What follows belongs to an exercise in optimizing a design on an open flow for small area and a short achievable clock period; a production flow would make more cautious choices. In this exercise RTL edits were held to simulation tests only and were not proved equivalent to the original.

==> flow/design.v (excerpt) <==
module LSTM(clk, Of, En, Ci, Cip, In, Ui, Uf, Uk, Uo, Wi, Wk, Wf, Wo, Vo, Bi, Bo, Bf, Bk, PrevH, Cout, Hout);
  input clk, En, Cip;
  input [7:0] In, Ci, Ui, Uf, Uk;
  input [7:0] Uo, Wi, Wk, Wf, Wo;
  input [7:0] Vo, Bi, Bo, Bf, Bk;
  input [7:0] PrevH;
  output [7:0] Cout, Hout;
  output Of;
  reg [8:0] u_r;    
  reg [7:0] ft_r;   
  reg [7:0] h_r;    
  wire w1 = ~Bi[0];
  wire w2 = ~Bi[1];
  wire w3 = ~Bi[2];
  wire w4 = ~Bi[3];
  wire w5 = ~Bi[4];
  wire w6 = ~Bi[5];
  wire w7 = ~Bi[6];
  wire w8 = ~Bi[7];
  wire w9 = ~Bk[0];
  wire w10 = ~Bk[1];
  wire w11 = ~Bk[2];
  wire w12 = ~Bk[3];
  wire w13 = ~Bk[4];
  wire w14 = ~Bk[5];
  wire w15 = ~Bk[6];
  wire w16 = ~Bk[7];
  wire w17 = ~Bo[0];
  wire w18 = ~Bo[1];
  wire w19 = ~Bo[2];
  wire w20 = ~Bo[3];
  wire w21 = ~Bo[4];
  wire w22 = ~Bo[5];
  wire w23 = ~Bo[6];
  wire w24 = ~Bo[7];
  wire pp25 = ~(In[0] & Wi[0]);
  wire pp26 = ~(In[0] & Wi[1]);
  wire pp27 = ~(In[0] & Wi[2]);
  wire pp28 = ~(In[0] & Wi[3]);
  wire pp29 = ~(In[0] & Wi[4]);
  wire pp30 = ~(In[0] & Wi[5]);
  wire pp31 = ~(In[0] & Wi[6]);
  wire pp32 = ~(In[0] & Wi[7]);
  wire pp33 = ~(In[1] & Wi[0]);
  wire pp34 = ~(In[1] & Wi[1]);
  wire pp35 = ~(In[1] & Wi[2]);
  wire pp36 = ~(In[1] & Wi[3]);
  wire pp37 = ~(In[1] & Wi[4]);
  wire pp38 = ~(In[1] & Wi[5]);
  wire pp39 = ~(In[1] & Wi[6]);
  wire pp40 = ~(In[1] & Wi[7]);
  wire pp41 = ~(In[2] & Wi[0]);
  wire pp42 = ~(In[2] & Wi[1]);
  wire pp43 = ~(In[2] & Wi[2]);
  wire pp44 = ~(In[2] & Wi[3]);
  wire pp45 = ~(In[2] & Wi[4]);
  wire pp46 = ~(In[2] & Wi[5]);
  wire pp47 = ~(In[2] & Wi[6]);
  wire pp48 = ~(In[2] & Wi[7]);
  wire pp49 = ~(In[3] & Wi[0]);
  wire pp50 = ~(In[3] & Wi[1]);
  wire pp51 = ~(In[3] & Wi[2]);
  wire pp52 = ~(In[3] & Wi[3]);
  wire pp53 = ~(In[3] & Wi[4]);
  wire pp54 = ~(In[3] & Wi[5]);
  wire pp55 = ~(In[3] & Wi[6]);
  wire pp56 = ~(In[3] & Wi[7]);
  wire pp57 = ~(In[4] & Wi[0]);
  wire pp58 = ~(In[4] & Wi[1]);
  wire pp59 = ~(In[4] & Wi[2]);
  wire pp60 = ~(In[4] & Wi[3]);
  wire pp61 = ~(In[4] & Wi[4]);
  wire pp62 = ~(In[4] & Wi[5]);
  wire pp63 = ~(In[4] & Wi[6]);
  ...
Size: about 1400 cells after synthesis, ~150 I/O pins, ~0.014 mm^2 of cells after synthesis.
Settings: LEC_CHECK=0, CAP_MARGIN=20, CORE_MARGIN=2, CORE_UTILIZATION=40, SLEW_MARGIN=20, SYNTH_HIERARCHICAL=1; clock period 45.0 ns.
standard.sh (not shown) runs the stock make flow with config.mk's settings and CLKGATE_MAP_FILE= SYNTH_SCRIPT=/design/flow/synth_recipe.tcl, a recipe that flattens the netlist after the stock synthesis.
==> flow/flow/run.sh <==
#!/bin/bash
set -euo pipefail
export BUFFER_PORTS_ARGS="-buffer_cell sky130_fd_sc_hd__buf_2"
export SETUP_SLACK_MARGIN=20
bash standard.sh > standard_flow.log 2>&1
The starting point passed the timing, design-rule and antenna checks.
==> next run, changes <==
==> flow/flow/run.sh (replaced) <==
#!/bin/bash
set -euo pipefail
export BUFFER_PORTS_ARGS="-buffer_cell sky130_fd_sc_hd__buf_1"
bash standard.sh > standard_flow.log 2>&1
CORE_UTILIZATION = 55   (was 40)
CTS_BUF_LIST = sky130_fd_sc_hd__clkbuf_8   (was default)
Outcome: Area after synthesis does not change. Global-route usage is higher by 5.3 points. Non-clock buffer count is lower by 12. Wire length is lower by a little under a tenth. Worst hold slack improves by 0.016 ns. Cell area is lower by a little under a tenth. Maximum frequency is lower by a few percent. Via count is lower by a few percent. Cell count is lower by a little under a tenth.
==> next run, changes <==
--- a/flow/flow/run.sh
+++ b/flow/flow/run.sh
@@ -3,0 +4,2 @@
+export SETUP_SLACK_MARGIN=20
+export TNS_END_PERCENT=0
CORE_UTILIZATION = 40   (was 55)
Non-clock buffer count went up by 37.
Clock skew barely changes.
Die area went up by well over a third.
First-iteration DRC count went up by about a fifth.
Area after synthesis does not change.
Sequential share of layout area went down by 0.22 points.
Hold slack degrades by 0.057 ns.
Routed wire length went up by roughly a tenth.
==> next run, changes <==
--- a/flow/flow/run.sh
+++ b/flow/flow/run.sh
@@ -4,2 +3,0 @@
-export SETUP_SLACK_MARGIN=20
-export TNS_END_PERCENT=0
CORE_UTILIZATION = 70   (was 40)
Result: The changed run finished clean. Utilization goes up by 28 points. Global-route usage goes up by 11 points. Synthesized cell count does not change. Critical path depth falls by 3. Clock skew rises by 0.0055 ns. Worst hold slack gains 0.081 ns. Worst setup slack got worse by 0.85 ns.

========
LSTM again, from the RTL that the note above started with.
clock: 45.0 ns
lec_check: 0
cap_margin: 20
core_margin: 2
core_utilization: 40
slew_margin: 20
synth_hierarchical: 1
==> flow/flow/run.sh <==
#!/bin/bash
set -euo pipefail
export BUFFER_PORTS_ARGS="-buffer_cell sky130_fd_sc_hd__buf_2"
bash standard.sh > standard_flow.log 2>&1
The baseline ran to the end with no violations.
Then changed:
==> flow/flow/run.sh (replaced) <==
#!/bin/bash
set -euo pipefail
export BUFFER_PORTS_ARGS="-buffer_cell sky130_fd_sc_hd__buf_2"
export SETUP_SLACK_MARGIN=22
bash standard.sh > standard_flow.log 2>&1
Die area stays the same.
Via count came out higher by 4.1%.
Clock skew is about the same.
Setup slack is better by 0.92 ns.
Then changed:
==> flow/flow/run.sh (replaced) <==
#!/bin/bash
set -euo pipefail
export BUFFER_PORTS_ARGS="-buffer_cell sky130_fd_sc_hd__buf_1"
bash standard.sh > standard_flow.log 2>&1
First-iteration DRC count decreases by about a fifth.
Global-route usage is lower by 1.2 points.
Setup slack loses 0.72 ns.
Then changed:
--- a/flow/config.mk
+++ b/flow/config.mk
@@ -9,4 +9,5 @@
 export CORE_MARGIN = 2
 export CORE_UTILIZATION = 40
+export CTS_BUF_LIST = sky130_fd_sc_hd__clkbuf_8
 export SLEW_MARGIN = 20
 export SYNTH_HIERARCHICAL = 1
Setup slack gets worse by 0.0043 ns; final cell count stays flat; hold slack hardly moves; first-iteration DRC count grows by 3.5%; flip-flop and latch count does not change; clock skew is about the same; non-clock buffer count is unchanged; sequential share of layout area hardly moves; routed wire length barely changes.

========
LSTM again, from the RTL that the note above started with.
## LSTM
module LSTM(clk, Of, En, Ci, Cip, In, Ui, Uf, Uk, Uo, Wi, Wk, Wf, Wo, Vo, Bi, Bo, Bf, Bk, PrevH, Cout, Hout);
export LEC_CHECK = 0
export CAP_MARGIN = 20
export CORE_MARGIN = 2
export CORE_UTILIZATION = 40
export CTS_BUF_LIST = sky130_fd_sc_hd__clkbuf_8
export CTS_CLUSTER_DIAMETER = 200
export CTS_CLUSTER_SIZE = 30
export SLEW_MARGIN = 20
export SYNTH_HIERARCHICAL = 1
create_clock -name core_clock -period 45.0 [get_ports {clk}]
==> flow/flow/run.sh <==
#!/bin/bash
set -euo pipefail
export BUFFER_PORTS_ARGS="-buffer_cell sky130_fd_sc_hd__buf_1"
bash standard.sh > standard_flow.log 2>&1
The baseline finished with timing, DRC and antenna clean.
Edit:
==> flow/flow/run.sh (replaced) <==
#!/bin/bash
set -euo pipefail
export BUFFER_PORTS_ARGS="-buffer_cell sky130_fd_sc_hd__buf_1"
export RECOVER_POWER=100
bash standard.sh > standard_flow.log 2>&1
CTS_CLUSTER_DIAMETER = default   (was 200)
CTS_CLUSTER_SIZE = default   (was 30)
The new run ran to the end with violations: capacitance limit, slew limit.
Register-to-register slack degrades by 0.03 ns.
First-iteration DRC count rises by 1.4%.
Flip-flop and latch count does not change.
Die area stays the same.
Via count is about the same.
Wire length is about the same.
Area after synthesis stays the same.

==> re-timing with driven ports <==
How much do the figures lean on ideal ports? The routed layouts below were timed once more, with nothing changed but the port constraints. Step 1 assumes that a clkbuf_16 drives the clock port and a buf_2 every other input. Step 2, shift: input delay + t, output delay - t, t = (earliest + latest rising clock arrival at the registers) / 2. This alone moves slack from input paths to output paths. Three values: ideal ports, drivers, drivers and shift; two values: the first two.
run	t (ns)	setup slack, ns	hold slack, ns	worst setup path at the end	latest minus earliest clock arrival (ns)
the first run of note 1	0.287	19.706 / 19.648 / 19.648	1.435 / 1.435 / 1.435	input to output	0.003 / 0.003
the second run of note 1	0.296	18.655 / 18.623 / 18.623	1.451 / 1.451 / 1.451	input to output	0.005 / 0.005
the third run of note 1	0.298	19.649 / 19.625 / 19.625	1.394 / 1.394 / 1.394	input to output	0.004 / 0.004
the fourth run of note 1	0.289	18.796 / 18.770 / 18.770	1.475 / 1.475 / 1.475	input to output	0.009 / 0.009
the first run of note 2	0.292	18.870 / 18.849 / 18.849	1.390 / 1.390 / 1.390	input to output	0.004 / 0.005
the second run of note 2	0.296	19.791 / 19.674 / 19.674	1.406 / 1.406 / 1.406	input to output	0.002 / 0.003
the third run of note 2	0.288	19.075 / 19.047 / 19.047	1.378 / 1.378 / 1.378	input to output	0.003 / 0.003
the fourth run of note 2	0.298	19.071 / 19.044 / 19.044	1.379 / 1.379 / 1.379	input to output	0.006 / 0.006
the first run of note 3	0.298	19.071 / 19.044 / 19.044	1.379 / 1.379 / 1.379	input to output	0.006 / 0.006
the second run of note 3	0.298	17.989 / 17.967 / 17.967	1.387 / 1.387 / 1.387	input to output	0.005 / 0.005
The setup slack of the second run of note 2, which loses most, moves by -0.117 ns with the drivers and by -0.117 ns with both steps.
